This is an optimization exercise on Yosys and OpenROAD, whose aim is small area, not a production implementation. The RTL was checked by simulation tests, not by an equivalence proof against the original design. Power is estimated from default activity; no workload was simulated.

### design/flow/run.sh
#!/bin/bash
# synth_recipe.tcl (not shown) runs the flow's synth.tcl, then flattens the netlist and writes it again
# the make line also repeats each setting of config.mk as NAME=value (left out here)
make -C /OpenROAD-flow-scripts/flow DESIGN_CONFIG=/design/flow/config.mk WORK_HOME=/design/flow/orfs CLKGATE_MAP_FILE= SYNTH_SCRIPT=/design/flow/synth_recipe.tcl finish
### design/flow/constraint.sdc
create_clock -name core_clock -period 6.0 [get_ports {clock}]
set_input_delay 1.2000 -clock core_clock [delete_from_list [all_inputs] [get_ports {clock}]]
set_output_delay 1.2000 -clock core_clock [all_outputs]
set_load 0.01 [all_outputs]
### design/flow/design.v
module morze2 (input clock, input reset, input [10:0] data, output reg buzz);
reg pendn;
reg [1:0] pa;    
reg [1:0] pb;    
reg [4:0] div;   
reg [9:0] cnt;   
reg [3:0] state;
wire [1:0] pa_d, pb_d;
wire [4:0] div_d;
wire [9:0] cnt_d;
wire [3:0] state_d;
wire buzz_d;
nxt u_nxt(.data(data), .pendn(pendn), .pa(pa), .pb(pb), .div(div), .cnt(cnt), .state(state), .buzz(buzz),
  .pa_d(pa_d), .pb_d(pb_d), .div_d(div_d), .cnt_d(cnt_d), .state_d(state_d), .buzz_d(buzz_d));
always @(posedge clock or negedge reset)
  if (!reset) pendn <= 1'b0;
  else pendn <= 1'b1;
always @(posedge clock or negedge reset)
  if (!reset) buzz <= 1'b1;
  else buzz <= buzz_d;
always @(posedge clock) begin
  pa <= pa_d;
  pb <= pb_d;
  div <= div_d;
  cnt <= cnt_d;
  state <= state_d;
end
endmodule
module nxt(input [10:0] data, input pendn, input [1:0] pa, input [1:0] pb, input [4:0] div, input [9:0] cnt,
  input [3:0] state, input buzz, output [1:0] pa_d, output [1:0] pb_d, output [4:0] div_d, output [9:0] cnt_d,
  output [3:0] state_d, output buzz_d);
  wire new_n61, new_n64, new_n65, new_n68, new_n69, new_n70, new_n71,
    new_n72, new_n73, new_n74, new_n75, new_n76, new_n77, new_n78, new_n79,
    new_n80, new_n81, new_n82, new_n83, new_n84, new_n85, new_n86, new_n87,
    new_n88, new_n89, new_n90, new_n91, new_n92, new_n93, new_n94, new_n95,
    new_n96, new_n97, new_n98, new_n99, new_n100, new_n101, new_n102,
    new_n103, new_n104, new_n105, new_n106, new_n107, new_n108, new_n109,
    new_n110, new_n111, new_n112, new_n113, new_n114, new_n115, new_n116,
    new_n117, new_n118, new_n119, new_n120, new_n121, new_n122, new_n123,
    new_n124, new_n125, new_n126, new_n127, new_n128, new_n129, new_n130,
    new_n131, new_n132, new_n133, new_n134, new_n135, new_n136, new_n137,
    new_n138, new_n139, new_n140, new_n141, new_n142, new_n143, new_n144,
    new_n145, new_n146, new_n147, new_n148, new_n149, new_n150, new_n151,
    new_n152, new_n153, new_n154, new_n155, new_n156, new_n157, new_n158,
    new_n159, new_n160, new_n161, new_n162, new_n163, new_n164, new_n165,
    new_n166, new_n167, new_n168, new_n169, new_n170, new_n171, new_n172,
    new_n173, new_n174, new_n175, new_n176, new_n177, new_n178, new_n179,
    new_n180, new_n181, new_n182, new_n183, new_n184, new_n185, new_n186,
    new_n187, new_n188, new_n189, new_n190, new_n191, new_n192, new_n193,
    new_n194, new_n195, new_n196, new_n197, new_n198, new_n199, new_n200,
    new_n201, new_n202, new_n203, new_n204, new_n205, new_n206, new_n207,
    new_n208, new_n209, new_n210, new_n211, new_n212, new_n213, new_n214,
    new_n215, new_n216, new_n217, new_n218, new_n219, new_n220, new_n221,
    new_n222, new_n223, new_n224, new_n225, new_n226, new_n227, new_n228,
    new_n229, new_n230, new_n231, new_n232, new_n233, new_n235, new_n236,
    new_n237, new_n238, new_n239, new_n241, new_n242, new_n243, new_n244,
    new_n246, new_n247, new_n249, new_n251, new_n252, new_n253, new_n254,
    new_n255, new_n257, new_n259, new_n260, new_n262, new_n264, new_n265,
    new_n267, new_n268, new_n270, new_n272, new_n274, new_n276, new_n277,
    new_n279, new_n280, new_n281, new_n282, new_n283, new_n284, new_n285,
    new_n286, new_n287, new_n290, new_n291, new_n293, new_n294, new_n296,
    new_n297, new_n298, new_n299;
  g_clkinv_1 g000(.A(pendn), .Y(new_n61));
  g_nor2_1 g001(.A(pa[1]), .B(new_n61), .Y(pa_d[0]));
  g_and2_1 g002(.A(pendn), .B(pa[0]), .X(pa_d[1]));
  g_clkinv_1 g003(.A(pb[0]), .Y(new_n64));
  g_nand2_1 g004(.A(new_n64), .B(pendn), .Y(new_n65));
  g_nor2_1 g005(.A(pb[1]), .B(new_n65), .Y(pb_d[0]));
  g_nor2_1 g006(.A(new_n61), .B(new_n64), .Y(pb_d[1]));
  g_clkinv_1 g007(.A(div[1]), .Y(new_n68));
  g_nand3_1 g008(.A(pa[0]), .B(pa[1]), .C(pb[0]), .Y(new_n69));
  g_clkinv_1 g009(.A(new_n69), .Y(new_n70));
  g_nor2_1 g010(.A(data[4]), .B(data[6]), .Y(new_n71));
  g_o22ai_1 g011(.A1(data[5]), .A2(data[6]), .B1(data[7]), .B2(new_n71), .Y(new_n72));
  g_clkinv_1 g012(.A(data[3]), .Y(new_n73));
  g_nand2_1 g013(.A(new_n73), .B(data[2]), .Y(new_n74));
  g_clkinv_1 g014(.A(data[2]), .Y(new_n75));
  g_nand2_1 g015(.A(new_n75), .B(data[3]), .Y(new_n76));
  g_nand2_1 g016(.A(new_n74), .B(new_n76), .Y(new_n77));
  g_clkinv_1 g017(.A(data[7]), .Y(new_n78));
  g_clkinv_1 g018(.A(data[9]), .Y(new_n79));
  g_clkinv_1 g019(.A(data[1]), .Y(new_n80));
  g_o22ai_1 g020(.A1(data[5]), .A2(data[6]), .B1(data[9]), .B2(new_n80), .Y(new_n81));
  g_o21ai_0 g021(.A1(new_n78), .A2(new_n79), .B1(new_n81), .Y(new_n82));
  g_nor2_1 g022(.A(data[1]), .B(new_n79), .Y(new_n83));
  g_clkinv_1 g023(.A(data[4]), .Y(new_n84));
  g_clkinv_1 g024(.A(data[5]), .Y(new_n85));
  g_nand2_1 g025(.A(new_n84), .B(new_n85), .Y(new_n86));
  g_nand2_1 g026(.A(data[4]), .B(data[6]), .Y(new_n87));
  g_nand2_1 g027(.A(new_n86), .B(new_n87), .Y(new_n88));
  g_o21ai_0 g028(.A1(new_n84), .A2(data[5]), .B1(new_n88), .Y(new_n89));
  g_xor2_1 g029(.A(new_n83), .B(new_n89), .X(new_n90));
  g_nand4_1 g030(.A(new_n90), .B(new_n72), .C(new_n77), .D(new_n82), .Y(new_n91));
  g_clkinv_1 g031(.A(data[6]), .Y(new_n92));
  g_nor2_1 g032(.A(data[3]), .B(new_n92), .Y(new_n93));
  g_nand2_1 g033(.A(new_n75), .B(data[4]), .Y(new_n94));
  g_o21ai_0 g034(.A1(data[7]), .A2(new_n93), .B1(new_n94), .Y(new_n95));
  g_o21ai_0 g035(.A1(data[7]), .A2(new_n95), .B1(data[6]), .Y(new_n96));
  g_nor2_1 g036(.A(data[4]), .B(new_n75), .Y(new_n97));
  g_o21ai_0 g037(.A1(data[5]), .A2(data[9]), .B1(new_n78), .Y(new_n98));
  g_o22ai_1 g038(.A1(new_n74), .A2(new_n86), .B1(new_n97), .B2(new_n98), .Y(new_n99));
  g_o21ai_0 g039(.A1(new_n73), .A2(data[4]), .B1(new_n95), .Y(new_n100));
  g_nand3_1 g040(.A(new_n75), .B(new_n73), .C(new_n85), .Y(new_n101));
  g_a21oi_1 g041(.A1(new_n101), .A2(data[9]), .B1(new_n80), .Y(new_n102));
  g_nand4_1 g042(.A(new_n96), .B(new_n102), .C(new_n99), .D(new_n100), .Y(new_n103));
  g_clkinv_1 g043(.A(data[0]), .Y(new_n104));
  g_nand2_1 g044(.A(new_n104), .B(data[10]), .Y(new_n105));
  g_a211oi_1 g045(.A1(new_n91), .A2(new_n103), .B1(data[8]), .C1(new_n105), .Y(new_n106));
  g_and2_1 g046(.A(new_n106), .B(new_n70), .X(new_n107));
  g_clkinv_1 g047(.A(state[0]), .Y(new_n108));
  g_o21ai_0 g048(.A1(state[2]), .A2(new_n94), .B1(data[6]), .Y(new_n109));
  g_nor2_1 g049(.A(data[1]), .B(data[5]), .Y(new_n110));
  g_nor2_1 g050(.A(new_n85), .B(new_n92), .Y(new_n111));
  g_nand3_1 g051(.A(new_n111), .B(data[1]), .C(data[3]), .Y(new_n112));
  g_nand2_1 g052(.A(new_n112), .B(new_n101), .Y(new_n113));
  g_a31oi_1 g053(.A1(new_n109), .A2(new_n108), .A3(new_n110), .B1(new_n113), .Y(new_n114));
  g_nand3_1 g054(.A(new_n73), .B(new_n84), .C(state[1]), .Y(new_n115));
  g_nor2_1 g055(.A(data[1]), .B(new_n85), .Y(new_n116));
  g_clkinv_1 g056(.A(new_n116), .Y(new_n117));
  g_nor2_1 g057(.A(state[0]), .B(new_n117), .Y(new_n118));
  g_nor2_1 g058(.A(data[4]), .B(new_n73), .Y(new_n119));
  g_nor2_1 g059(.A(new_n80), .B(new_n84), .Y(new_n120));
  g_a31oi_1 g060(.A1(new_n119), .A2(new_n85), .A3(data[6]), .B1(new_n120), .Y(new_n121));
  g_clkinv_1 g061(.A(new_n93), .Y(new_n122));
  g_nor2_1 g062(.A(data[5]), .B(new_n122), .Y(new_n123));
  g_clkinv_1 g063(.A(new_n123), .Y(new_n124));
  g_o22a_1 g064(.A1(state[1]), .A2(new_n121), .B1(new_n84), .B2(new_n124), .X(new_n125));
  g_o21ai_0 g065(.A1(data[5]), .A2(new_n92), .B1(data[2]), .Y(new_n126));
  g_nand2_1 g066(.A(data[6]), .B(state[1]), .Y(new_n127));
  g_a32oi_1 g067(.A1(new_n125), .A2(new_n126), .A3(new_n127), .B1(new_n115), .B2(new_n118), .Y(new_n128));
  g_nor2_1 g068(.A(new_n73), .B(new_n84), .Y(new_n129));
  g_o32a_1 g069(.A1(state[2]), .A2(new_n129), .A3(new_n128), .B1(state[1]), .B2(new_n114), .X(new_n130));
  g_clkinv_1 g070(.A(state[1]), .Y(new_n131));
  g_nand2_1 g071(.A(new_n120), .B(state[2]), .Y(new_n132));
  g_nand2_1 g072(.A(new_n132), .B(new_n131), .Y(new_n133));
  g_a32oi_1 g073(.A1(new_n111), .A2(data[4]), .A3(state[2]), .B1(new_n133), .B2(new_n92), .Y(new_n134));
  g_clkinv_1 g074(.A(state[2]), .Y(new_n135));
  g_nor2_1 g075(.A(new_n131), .B(new_n135), .Y(new_n136));
  g_nor2_1 g076(.A(state[0]), .B(new_n136), .Y(new_n137));
  g_o21ai_0 g077(.A1(new_n73), .A2(new_n134), .B1(new_n137), .Y(new_n138));
  g_nor2_1 g078(.A(new_n80), .B(new_n119), .Y(new_n139));
  g_nor2_1 g079(.A(data[1]), .B(new_n123), .Y(new_n140));
  g_nor2_1 g080(.A(new_n139), .B(new_n140), .Y(new_n141));
  g_nand2_1 g081(.A(new_n141), .B(new_n108), .Y(new_n142));
  g_nand2_1 g082(.A(new_n142), .B(new_n136), .Y(new_n143));
  g_nor2_1 g083(.A(data[3]), .B(new_n85), .Y(new_n144));
  g_nor2_1 g084(.A(new_n92), .B(new_n144), .Y(new_n145));
  g_o22ai_1 g085(.A1(new_n73), .A2(data[5]), .B1(new_n131), .B2(new_n145), .Y(new_n146));
  g_nand2_1 g086(.A(new_n97), .B(new_n80), .Y(new_n147));
  g_nand3b_1 g087(.A_N(new_n120), .B(new_n146), .C(new_n147), .Y(new_n148));
  g_nand2_1 g088(.A(new_n148), .B(new_n135), .Y(new_n149));
  g_nor2_1 g089(.A(new_n75), .B(new_n120), .Y(new_n150));
  g_nor2_1 g090(.A(new_n85), .B(new_n150), .Y(new_n151));
  g_nor2_1 g091(.A(new_n88), .B(new_n151), .Y(new_n152));
  g_nor2_1 g092(.A(new_n152), .B(new_n141), .Y(new_n153));
  g_nand3_1 g093(.A(new_n153), .B(state[0]), .C(new_n149), .Y(new_n154));
  g_nor2_1 g094(.A(state[1]), .B(new_n135), .Y(new_n155));
  g_nor2_1 g095(.A(new_n131), .B(new_n123), .Y(new_n156));
  g_nor2_1 g096(.A(data[5]), .B(state[2]), .Y(new_n157));
  g_o221a_1 g097(.A1(new_n93), .A2(new_n157), .B1(new_n155), .B2(new_n156), .C1(new_n120), .X(new_n158));
  g_a31oi_1 g098(.A1(new_n154), .A2(new_n138), .A3(new_n143), .B1(new_n158), .Y(new_n159));
  g_o21ai_0 g099(.A1(state[3]), .A2(new_n130), .B1(new_n159), .Y(new_n160));
  g_o21ai_0 g100(.A1(new_n132), .A2(new_n124), .B1(state[0]), .Y(new_n161));
  g_or2b_1 g101(.A(new_n146), .B_N(new_n129), .X(new_n162));
  g_a31oi_1 g102(.A1(new_n110), .A2(data[4]), .A3(new_n131), .B1(new_n135), .Y(new_n163));
  g_a211oi_1 g103(.A1(new_n125), .A2(new_n162), .B1(state[3]), .C1(new_n163), .Y(new_n164));
  g_o21ai_0 g104(.A1(state[3]), .A2(new_n126), .B1(new_n131), .Y(new_n165));
  g_o21ai_0 g105(.A1(data[2]), .A2(data[6]), .B1(new_n135), .Y(new_n166));
  g_o21ai_0 g106(.A1(data[2]), .A2(data[5]), .B1(new_n166), .Y(new_n167));
  g_nand2_1 g107(.A(new_n115), .B(new_n80), .Y(new_n168));
  g_o21ai_0 g108(.A1(data[6]), .A2(new_n85), .B1(data[4]), .Y(new_n169));
  g_nand4_1 g109(.A(new_n165), .B(new_n167), .C(new_n168), .D(new_n169), .Y(new_n170));
  g_o21ai_0 g110(.A1(state[0]), .A2(new_n152), .B1(new_n136), .Y(new_n171));
  g_or2b_1 g111(.A(new_n71), .B_N(new_n87), .X(new_n172));
  g_nor2_1 g112(.A(data[4]), .B(new_n117), .Y(new_n173));
  g_a211o_1 g113(.A1(data[1]), .A2(new_n172), .B1(data[2]), .C1(new_n173), .X(new_n174));
  g_nand2_1 g114(.A(new_n172), .B(data[2]), .Y(new_n175));
  g_nand3_1 g115(.A(new_n174), .B(new_n155), .C(new_n175), .Y(new_n176));
  g_nand3_1 g116(.A(new_n176), .B(new_n171), .C(new_n170), .Y(new_n177));
  g_o21ai_0 g117(.A1(new_n177), .A2(new_n164), .B1(new_n161), .Y(new_n178));
  g_or2b_1 g118(.A(new_n160), .B_N(new_n178), .X(new_n179));
  g_and2_1 g119(.A(new_n179), .B(new_n107), .X(new_n180));
  g_clkinv_1 g120(.A(cnt[9]), .Y(new_n181));
  g_clkinv_1 g121(.A(cnt[8]), .Y(new_n182));
  g_clkinv_1 g122(.A(cnt[7]), .Y(new_n183));
  g_clkinv_1 g123(.A(cnt[6]), .Y(new_n184));
  g_clkinv_1 g124(.A(cnt[4]), .Y(new_n185));
  g_clkinv_1 g125(.A(cnt[3]), .Y(new_n186));
  g_clkinv_1 g126(.A(cnt[1]), .Y(new_n187));
  g_nand2_1 g127(.A(new_n107), .B(state[1]), .Y(new_n188));
  g_o21bai_1 g128(.A1(new_n101), .A2(new_n188), .B1_N(new_n180), .Y(new_n189));
  g_nand2_1 g129(.A(new_n189), .B(cnt[0]), .Y(new_n190));
  g_nor2_1 g130(.A(new_n187), .B(new_n190), .Y(new_n191));
  g_nand2_1 g131(.A(new_n191), .B(cnt[2]), .Y(new_n192));
  g_nor2_1 g132(.A(new_n186), .B(new_n192), .Y(new_n193));
  g_clkinv_1 g133(.A(new_n193), .Y(new_n194));
  g_nor2_1 g134(.A(new_n185), .B(new_n194), .Y(new_n195));
  g_nand2_1 g135(.A(new_n195), .B(cnt[5]), .Y(new_n196));
  g_nor2_1 g136(.A(new_n184), .B(new_n196), .Y(new_n197));
  g_clkinv_1 g137(.A(new_n197), .Y(new_n198));
  g_nor2_1 g138(.A(new_n183), .B(new_n198), .Y(new_n199));
  g_clkinv_1 g139(.A(new_n199), .Y(new_n200));
  g_nor2_1 g140(.A(new_n182), .B(new_n200), .Y(new_n201));
  g_clkinv_1 g141(.A(new_n201), .Y(new_n202));
  g_nor2_1 g142(.A(new_n181), .B(new_n202), .Y(new_n203));
  g_or2_1 g143(.A(new_n180), .B(new_n203), .X(new_n204));
  g_a31oi_1 g144(.A1(new_n136), .A2(data[2]), .A3(new_n85), .B1(new_n108), .Y(new_n205));
  g_nand2_1 g145(.A(new_n205), .B(div[1]), .Y(new_n206));
  g_clkinv_1 g146(.A(div[2]), .Y(new_n207));
  g_nor2_1 g147(.A(div[0]), .B(new_n207), .Y(new_n208));
  g_clkinv_1 g148(.A(div[3]), .Y(new_n209));
  g_nor2_1 g149(.A(div[4]), .B(new_n209), .Y(new_n210));
  g_nand4_1 g150(.A(new_n204), .B(new_n206), .C(new_n208), .D(new_n210), .Y(new_n211));
  g_nor2_1 g151(.A(new_n68), .B(new_n211), .Y(new_n212));
  g_clkinv_1 g152(.A(new_n212), .Y(new_n213));
  g_or2b_1 g153(.A(new_n211), .B_N(new_n205), .X(new_n214));
  g_nand4_1 g154(.A(new_n104), .B(new_n75), .C(data[8]), .D(data[10]), .Y(new_n215));
  g_nand3_1 g155(.A(new_n93), .B(data[7]), .C(data[9]), .Y(new_n216));
  g_nor2_1 g156(.A(new_n215), .B(new_n216), .Y(new_n217));
  g_a31oi_1 g157(.A1(new_n217), .A2(new_n70), .A3(new_n173), .B1(new_n61), .Y(new_n218));
  g_nand2_1 g158(.A(new_n131), .B(data[4]), .Y(new_n219));
  g_a311o_1 g159(.A1(data[3]), .A2(new_n85), .A3(new_n219), .B1(state[2]), .C1(new_n148), .X(new_n220));
  g_nand2_1 g160(.A(new_n220), .B(new_n176), .Y(new_n221));
  g_nand2_1 g161(.A(new_n153), .B(state[1]), .Y(new_n222));
  g_nand2_1 g162(.A(data[2]), .B(data[6]), .Y(new_n223));
  g_o21ai_0 g163(.A1(new_n84), .A2(new_n85), .B1(data[1]), .Y(new_n224));
  g_o311ai_0 g164(.A1(data[1]), .A2(new_n84), .A3(new_n111), .B1(new_n223), .C1(new_n224), .Y(new_n225));
  g_nand2_1 g165(.A(new_n225), .B(new_n131), .Y(new_n226));
  g_a32o_1 g166(.A1(state[2]), .A2(new_n222), .A3(new_n226), .B1(new_n221), .B2(new_n153), .X(new_n227));
  g_nand2_1 g167(.A(new_n227), .B(state[0]), .Y(new_n228));
  g_nand3_1 g168(.A(new_n120), .B(new_n93), .C(state[3]), .Y(new_n229));
  g_o21ai_0 g169(.A1(data[5]), .A2(new_n229), .B1(new_n228), .Y(new_n230));
  g_nand2_1 g170(.A(new_n230), .B(new_n107), .Y(new_n231));
  g_nand4_1 g171(.A(new_n213), .B(new_n214), .C(new_n218), .D(new_n231), .Y(new_n232));
  g_xnor2_1 g172(.A(div[0]), .B(new_n204), .Y(new_n233));
  g_nor2_1 g173(.A(new_n233), .B(new_n232), .Y(div_d[0]));
  g_nand2_1 g174(.A(new_n204), .B(div[0]), .Y(new_n235));
  g_nor2_1 g175(.A(new_n68), .B(new_n235), .Y(new_n236));
  g_clkinv_1 g176(.A(new_n236), .Y(new_n237));
  g_nand2_1 g177(.A(new_n235), .B(new_n68), .Y(new_n238));
  g_nand2_1 g178(.A(new_n237), .B(new_n238), .Y(new_n239));
  g_nor2_1 g179(.A(new_n239), .B(new_n232), .Y(div_d[1]));
  g_nor2_1 g180(.A(new_n207), .B(new_n237), .Y(new_n241));
  g_clkinv_1 g181(.A(new_n241), .Y(new_n242));
  g_nand2_1 g182(.A(new_n237), .B(new_n207), .Y(new_n243));
  g_nand2_1 g183(.A(new_n242), .B(new_n243), .Y(new_n244));
  g_nor2_1 g184(.A(new_n232), .B(new_n244), .Y(div_d[2]));
  g_nor2_1 g185(.A(new_n209), .B(new_n242), .Y(new_n246));
  g_nor2_1 g186(.A(div[3]), .B(new_n241), .Y(new_n247));
  g_nor3_1 g187(.A(new_n232), .B(new_n247), .C(new_n246), .Y(div_d[3]));
  g_o21bai_1 g188(.A1(div[4]), .A2(new_n246), .B1_N(new_n232), .Y(new_n249));
  g_a31oi_1 g189(.A1(div[3]), .A2(div[4]), .A3(new_n241), .B1(new_n249), .Y(div_d[4]));
  g_nor2_1 g190(.A(cnt[0]), .B(new_n189), .Y(new_n251));
  g_nor2_1 g191(.A(new_n135), .B(new_n97), .Y(new_n252));
  g_nand3_1 g192(.A(new_n116), .B(new_n166), .C(state[0]), .Y(new_n253));
  g_o31a_1 g193(.A1(new_n252), .A2(new_n253), .A3(new_n188), .B1(new_n218), .X(new_n254));
  g_nand2_1 g194(.A(new_n190), .B(new_n254), .Y(new_n255));
  g_nor2_1 g195(.A(new_n251), .B(new_n255), .Y(cnt_d[0]));
  g_nand2_1 g196(.A(new_n190), .B(new_n187), .Y(new_n257));
  g_and3b_1 g197(.A_N(new_n191), .B(new_n254), .C(new_n257), .X(cnt_d[1]));
  g_nor2_1 g198(.A(cnt[2]), .B(new_n191), .Y(new_n259));
  g_nand2_1 g199(.A(new_n192), .B(new_n254), .Y(new_n260));
  g_nor2_1 g200(.A(new_n259), .B(new_n260), .Y(cnt_d[2]));
  g_nand2_1 g201(.A(new_n192), .B(new_n186), .Y(new_n262));
  g_and3_1 g202(.A(new_n194), .B(new_n254), .C(new_n262), .X(cnt_d[3]));
  g_nor2_1 g203(.A(cnt[4]), .B(new_n193), .Y(new_n264));
  g_o21ai_0 g204(.A1(new_n185), .A2(new_n194), .B1(new_n254), .Y(new_n265));
  g_nor2_1 g205(.A(new_n264), .B(new_n265), .Y(cnt_d[4]));
  g_nor2_1 g206(.A(cnt[5]), .B(new_n195), .Y(new_n267));
  g_nand2_1 g207(.A(new_n196), .B(new_n254), .Y(new_n268));
  g_nor2_1 g208(.A(new_n267), .B(new_n268), .Y(cnt_d[5]));
  g_nand2_1 g209(.A(new_n196), .B(new_n184), .Y(new_n270));
  g_and3_1 g210(.A(new_n198), .B(new_n254), .C(new_n270), .X(cnt_d[6]));
  g_nand2_1 g211(.A(new_n198), .B(new_n183), .Y(new_n272));
  g_and3_1 g212(.A(new_n200), .B(new_n254), .C(new_n272), .X(cnt_d[7]));
  g_nand2_1 g213(.A(new_n200), .B(new_n182), .Y(new_n274));
  g_and3_1 g214(.A(new_n202), .B(new_n254), .C(new_n274), .X(cnt_d[8]));
  g_nor2_1 g215(.A(cnt[9]), .B(new_n201), .Y(new_n276));
  g_o21ai_0 g216(.A1(new_n181), .A2(new_n202), .B1(new_n254), .Y(new_n277));
  g_nor2_1 g217(.A(new_n276), .B(new_n277), .Y(cnt_d[9]));
  g_nand2_1 g218(.A(new_n203), .B(new_n160), .Y(new_n279));
  g_nand4_1 g219(.A(new_n184), .B(new_n183), .C(new_n182), .D(new_n181), .Y(new_n280));
  g_or3_1 g220(.A(new_n178), .B(new_n280), .C(new_n196), .X(new_n281));
  g_nand2_1 g221(.A(new_n279), .B(new_n281), .Y(new_n282));
  g_nand2_1 g222(.A(new_n282), .B(state[0]), .Y(new_n283));
  g_nor2_1 g223(.A(new_n131), .B(new_n283), .Y(new_n284));
  g_clkinv_1 g224(.A(new_n284), .Y(new_n285));
  g_nand2_1 g225(.A(new_n285), .B(new_n218), .Y(new_n286));
  g_mux2i_1 g226(.A0(state[0]), .A1(new_n161), .S(new_n282), .Y(new_n287));
  g_nor2_1 g227(.A(new_n287), .B(new_n286), .Y(state_d[0]));
  g_a21oi_1 g228(.A1(new_n131), .A2(new_n283), .B1(new_n286), .Y(state_d[1]));
  g_nor2_1 g229(.A(new_n135), .B(new_n285), .Y(new_n290));
  g_o21ai_0 g230(.A1(state[2]), .A2(new_n284), .B1(new_n218), .Y(new_n291));
  g_nor2_1 g231(.A(new_n291), .B(new_n290), .Y(state_d[2]));
  g_clkinv_1 g232(.A(new_n218), .Y(new_n293));
  g_a31oi_1 g233(.A1(state[3]), .A2(new_n279), .A3(new_n281), .B1(new_n290), .Y(new_n294));
  g_nor2_1 g234(.A(new_n293), .B(new_n294), .Y(state_d[3]));
  g_nand2_1 g235(.A(new_n213), .B(buzz), .Y(new_n296));
  g_or3_1 g236(.A(new_n68), .B(buzz), .C(new_n211), .X(new_n297));
  g_a31oi_1 g237(.A1(new_n228), .A2(new_n106), .A3(new_n229), .B1(new_n69), .Y(new_n298));
  g_nor2_1 g238(.A(new_n61), .B(new_n298), .Y(new_n299));
  g_nand4_1 g239(.A(new_n296), .B(new_n214), .C(new_n297), .D(new_n299), .Y(buzz_d));
endmodule
module g_a211o_1(input A1, A2, B1, C1, output X);
  assign X = (A1&A2) | (B1) | (C1);
endmodule
module g_a211oi_1(input A1, A2, B1, C1, output Y);
  assign Y = (~A1&~B1&~C1) | (~A2&~B1&~C1);
endmodule
module g_a21oi_1(input A1, A2, B1, output Y);
  assign Y = (~A1&~B1) | (~A2&~B1);
endmodule
module g_a311o_1(input A1, A2, A3, B1, C1, output X);
  assign X = (A1&A2&A3) | (B1) | (C1);
endmodule
module g_a31oi_1(input A1, A2, A3, B1, output Y);
  assign Y = (~A1&~B1) | (~A2&~B1) | (~A3&~B1);
endmodule
module g_a32o_1(input A1, A2, A3, B1, B2, output X);
  assign X = (A1&A2&A3) | (B1&B2);
endmodule
module g_a32oi_1(input A1, A2, A3, B1, B2, output Y);
  assign Y = (~A1&~B1) | (~A1&~B2) | (~A2&~B1) | (~A3&~B1) | (~A2&~B2) | (~A3&~B2);
endmodule
module g_and2_1(input A, B, output X);
  assign X = (A&B);
endmodule
module g_and3_1(input A, B, C, output X);
  assign X = (A&B&C);
endmodule
module g_and3b_1(input A_N, B, C, output X);
  assign X = (~A_N&B&C);
endmodule
module g_clkinv_1(input A, output Y);
  assign Y = (~A);
endmodule
module g_mux2i_1(input A0, A1, S, output Y);
  assign Y = (~A0&~S) | (~A1&S);
endmodule
module g_nand2_1(input A, B, output Y);
  assign Y = (~A) | (~B);
endmodule
module g_nand3_1(input A, B, C, output Y);
  assign Y = (~A) | (~B) | (~C);
endmodule
module g_nand3b_1(input A_N, B, C, output Y);
  assign Y = (A_N) | (~B) | (~C);
endmodule
module g_nand4_1(input A, B, C, D, output Y);
  assign Y = (~A) | (~B) | (~C) | (~D);
endmodule
module g_nor2_1(input A, B, output Y);
  assign Y = (~A&~B);
endmodule
module g_nor3_1(input A, B, C, output Y);
  assign Y = (~A&~B&~C);
endmodule
module g_o21ai_0(input A1, A2, B1, output Y);
  assign Y = (~A1&~A2) | (~B1);
endmodule
module g_o21bai_1(input A1, A2, B1_N, output Y);
  assign Y = (~A1&~A2) | (B1_N);
endmodule
module g_o221a_1(input A1, A2, B1, B2, C1, output X);
  assign X = (A1&B1&C1) | (A2&B1&C1) | (A1&B2&C1) | (A2&B2&C1);
endmodule
module g_o22a_1(input A1, A2, B1, B2, output X);
  assign X = (A1&B1) | (A2&B1) | (A1&B2) | (A2&B2);
endmodule
module g_o22ai_1(input A1, A2, B1, B2, output Y);
  assign Y = (~B1&~B2) | (~A1&~A2);
endmodule
module g_o311ai_0(input A1, A2, A3, B1, C1, output Y);
  assign Y = (~A1&~A2&~A3) | (~B1) | (~C1);
endmodule
module g_o31a_1(input A1, A2, A3, B1, output X);
  assign X = (A1&B1) | (A2&B1) | (A3&B1);
endmodule
module g_o32a_1(input A1, A2, A3, B1, B2, output X);
  assign X = (A1&B1) | (A1&B2) | (A2&B1) | (A3&B1) | (A2&B2) | (A3&B2);
endmodule
module g_or2_1(input A, B, output X);
  assign X = (A) | (B);
endmodule
module g_or2b_1(input A, B_N, output X);
  assign X = (A) | (~B_N);
endmodule
module g_or3_1(input A, B, C, output X);
  assign X = (A) | (B) | (C);
endmodule
module g_xnor2_1(input A, B, output Y);
  assign Y = (~A&~B) | (A&B);
endmodule
module g_xor2_1(input A, B, output X);
  assign X = (A&~B) | (~A&B);
endmodule
### design/flow/config.mk
export PLATFORM = sky130hd
export DESIGN_NAME = morze2
export DESIGN_NICKNAME = morze2
export VERILOG_FILES = /design/flow/design.v
export SDC_FILE = /design/flow/constraint.sdc
export NUM_CORES = 4
export LEC_CHECK = 0
export CAP_MARGIN = 20
export CORE_MARGIN = 2
export CORE_UTILIZATION = 40
export SLEW_MARGIN = 20
export SYNTH_HIERARCHICAL = 1
export SYNTH_MINIMUM_KEEP_SIZE = 0
==> run notes <==
[routing by layer]
layer	wire length, microns	GRT usage, %	vias to the layer above
met3	271	1.786	6
met5	0	0	-
met4	51	7.250	0
li1	-	-	948
met2	1861	31.85	66
met1	1946	25.73	782
[modules after synthesis, one instance, submodules excluded, excerpt]
module / copies in the design / cells
g_or2b_1: 4 / 1
g_a211o_1: 1 / 1
g_o22a_1: 1 / 1
g_nand2_1: 49 / 1
g_nand3_1: 10 / 1
g_and3_1: 4 / 1
g_o32a_1: 1 / 1
g_and2_1: 3 / 1
g_a32o_1: 1 / 1
g_mux2i_1: 1 / 1
g_a311o_1: 1 / 1
g_o31a_1: 1 / 1
g_a211oi_1: 2 / 1
g_and3b_1: 1 / 1
g_nand3b_1: 1 / 1
morze2: 1 / 26
[power groups by stage]
stage,combinational (mW),clock (mW),sequential [mW]
2_1_floorplan,0.0320,0,0.173
3_3_place_gp,0.0606,0,0.173
3_5_place_dp,0.0598,0,0.173
4_1_cts,0.0603,0.101,0.169
5_1_grt,0.0683,0.106,0.170
6_report,0.0617,0.0960,0.169
[state kept, by name, indices dropped and copies added (netlist names)]
register and flops:
cnt 10, pb 2, pa 2, pendn 1
state 4, buzz 1, div 5
[cells by family (layout without fill, tap and decap cells)]
kind of cell	after synthesis	after routing
DFF	25	25
muxes	1	1
buffers and inverters	37	68
AOI/OAI and AO/OA	51	51
other	1	1
and+or+nand+nor	149	149
xor gates and xnor gates	2	2
[cell usage in the layout (no fill, tap or decap), drive strengths merged, types with 3 or more instances in the layout]
cell           Yosys  final
clkdlybuf4s50      0     11
nand2             49     49
nor2              65     65
clkbuf             0      4
a31oi              9      9
and2               3      3
buf                0     14
o22ai              4      4
and3               4      4
o21ai             22     22
dfxtp             23     23
inv               37     37
nand2b             4      4
nand4              8      8
nand3             10     10
[final cells by class]
class | count | area (sq um)
Multi-Input combinational cell | 204 | 1028
Fill cell | 413 | 1969
Sequential cell | 25 | 511.7
Clock buffer | 4 | 45.04
Inverter | 37 | 138.9
Tap cell | 50 | 62.56
Timing Repair Buffer | 27 | 244.0
[worst max path at each step]
stage / from / to / slack, ns / depth (start not counted)
finish: data[6] / div[4]$_DFF_P_ / 0.54 / 34
detailed placement: data[4] / div[4]$_DFF_P_ / 0.14 / 34
CTS: data[4] / div[4]$_DFF_P_ / 0.39 / 34
floorplan: data[4] / div[4]$_DFF_P_ / 1.02 / 33
global placement: data[4] / div[4]$_DFF_P_ / 0.12 / 34
global route: data[6] / div[4]$_DFF_P_ / 0.002 / 34
[through the flow]
stage | cell area (sq um) | total power [mW]
2_1_floorplan | 1667 | 0.2049
3_3_place_gp | 1964 | 0.2337
3_5_place_dp | 1964 | 0.2329
4_1_cts | 2009 | 0.3307
5_1_grt | 2031 | 0.3433
6_report | 2031 | 0.3269
[critical path: cells and delay by family]
family | cells | cell delay (ns)
AND/OR/NAND/NOR | 20 | 2.40
buffers and inverters | 8 | 1.09
AO/OA/AOI/OAI | 5 | 0.79
XOR/XNOR | 1 | 0.15
==> results.json <==
{
  "cts_tree": "yes",
  "hold_path_class": "flip-flop to flip-flop",
  "clk_latency_ns": 0.26,
  "ys_async_sr_fraction_pct": 8.000,
  "post_cts_buffers": 0,
  "ys_warn_count": 7,
  "vias_per_cell": 5.193,
  "p_leak_nw": 0.8882,
  "cts-hold-fix-buffers": 0,
  "grt_start_max_net_pins": 14,
  "synth-compound-area-share_pct": 20.57,
  "max_cap_violations": 0,
  "crit_arrival_ns": 5.66,
  "end_kind": "flip-flop",
  "detailed_place_hpwl_mm": 3.162,
  "drc_errors": 0,
  "postRouteAntennaNets": 0,
  "p_int_mw": 0.2427,
  "p_seq_share_pct": 51.8,
  "synth_top_family_by_area": "simple AND/OR/NAND/NOR gates",
  "antenna_found_initial": 0,
  "dp.cells": 343,
  "syn2layout_area_growth_pct": 21.85,
  "fin_tns_setup_ns": 0,
  "cts.path.max_buffers": 2,
  "min_path_cells": 1,
  "layout-drive-gt1-share_pct": 10.77,
  "synth-seq-cells": 25,
  "cpMostUsedCell": "nor2_1",
  "setup.worst_path.start_class": "primary input",
  "num_io_pins": 14,
  "syn_nets": 279,
  "fp-row-count": 23,
  "min_to": "pb[0]$_DFF_P_",
  "gp_congestion": 0.9072,
  "min-delay-start": "pb[1]$_DFF_P_",
  "synth_ff_type": "dfxtp_1",
  "synth_common_cells": "65 x nor2_1, 49 x nand2_1, 37 x inv_1",
  "cts_sinks": 25,
  "synthTopCellsByArea": "dfxtp_1 28%, nor2_1 15%, nand2_1 11%",
  "synth_top_area_share_pct": 27.63,
  "die_x_microns": 68.55,
  "path_clk_slew_ns": 0.08,
  "r2r_cells": 32,
  "report.final.slew_viol_count": 0,
  "p_sw_mw": 0.08425,
  "firstDrtPassIters": 4,
  "hold_viol_final": 0,
  "layout_min_cycle_time_ns": 5.460,
  "period_share_pct": 91.01,
  "ff2ff_setup_slack_ns": 1.65,
  "grt_usage_pct": 19.20,
  "critical_path.max_fanout": 11,
  "path_class": "primary input to flip-flop",
  "io_buffers": 13,
  "p_comb_share_pct": 18.9,
  "critPathMaxStageDelay_ns": 0.51,
  "r2r_end": "div[4]$_DFF_P_",
  "fp.coreArea_sq_mm": 0.004000,
  "grt_pass1_wl_mm": 6.962,
  "place_ws_ns": 0.1433,
  "max_slew_margin_pct": 66.50,
  "tightest_slew_ns": 0.5001,
  "grt-ovfl-total": 0,
  "holdWs_ns": 0.3774,
  "ir_drop_v": 0.0001107,
  "grt_pass1_vias": 1619,
  "synth_edf_count": 0,
  "reg2reg_from": "state[2]$_DFF_P_",
  "p_clk_share_pct": 29.4,
  "dieHeight_microns": 68.55,
  "timing.final.ws_setup_ns": 0.5397,
  "start_util_pct": 41.66,
  "muxShareOfSynthArea_pct": 0.6006,
  "drtIter0Drc": 215,
  "design.die.area_sq_mm": 0.004699,
  "postSynthCellCount": 266,
  "layoutNonFillerInstCount": 347,
  "setup_viol": 0,
  "rsz0062_at_grt": "no",
  "antenna_cells": 0,
  "synth-xor-area-share_pct": 1.051,
  "totalWireLength_mm": 4.130,
  "htree_levels": 1,
  "finalClockSkew_ns": 0.001614,
  "power_density_mw_per_mm2": 161.0,
  "vias": 1802,
  "yosysMostFrequentCell": "nor2_1",
  "switching_share_pct": 25.77,
  "synth_top_cell_by_area": "dfxtp_1",
  "postLayoutCoreUtil_pct": 50.77,
  "nets": 311,
  "wl_per_cell_microns": 11.90,
  "synth.distinct_cells": 35,
  "cts_inserted_buffers": 3,
  "postSynthAreaPerCell_sq_um": 6.265,
  "synthAdderAreaFrac_pct": 0,
  "fmax_mhz": 183.1,
  "status": "timing/DRC/antenna clean",
  "cts_resized": 0,
  "seq_area_frac_synth_pct": 30.71,
  "worstPathRequired_ns": 6.20,
  "netlist_area_sq_mm": 0.001667,
  "yosys.area_share.simple_pct": 38.51,
  "crit_path_top_delay_cell": "clkdlybuf4s50_1",
  "cts_root_buffer": "clkbuf_8"
}

afterwards: timing with drivers on the ports:
How much do the figures lean on ideal ports? The routed layout below was timed once more, with nothing changed but the port constraints. Step 1 (the two cells are an assumption about what drives the block):
set clk [get_ports {clock}]
set_driving_cell -lib_cell sky130_fd_sc_hd__clkbuf_16 $clk
set_driving_cell -lib_cell sky130_fd_sc_hd__buf_2 [delete_from_list [all_inputs] $clk]
Step 2 moves the port delays by t, midway between the first and last clock arrival at a register: inputs arrive t later, outputs are due t later. That takes back most of the time a late clock gives input paths. Three values: no drivers, after step 1, after step 2; two values: the first two.
t (ns): 0.282
setup slack, ns: 0.540 / 0.536 / 0.253
clock arrival spread, ns: 0.002 / 0.001
worst data-port slew with drivers (ns): 0.03
cell pins on the clock port's net: 1
After both steps this run still meets setup and hold. The setup slack of this run moves by -0.004 ns with the drivers and by -0.287 ns with both steps.
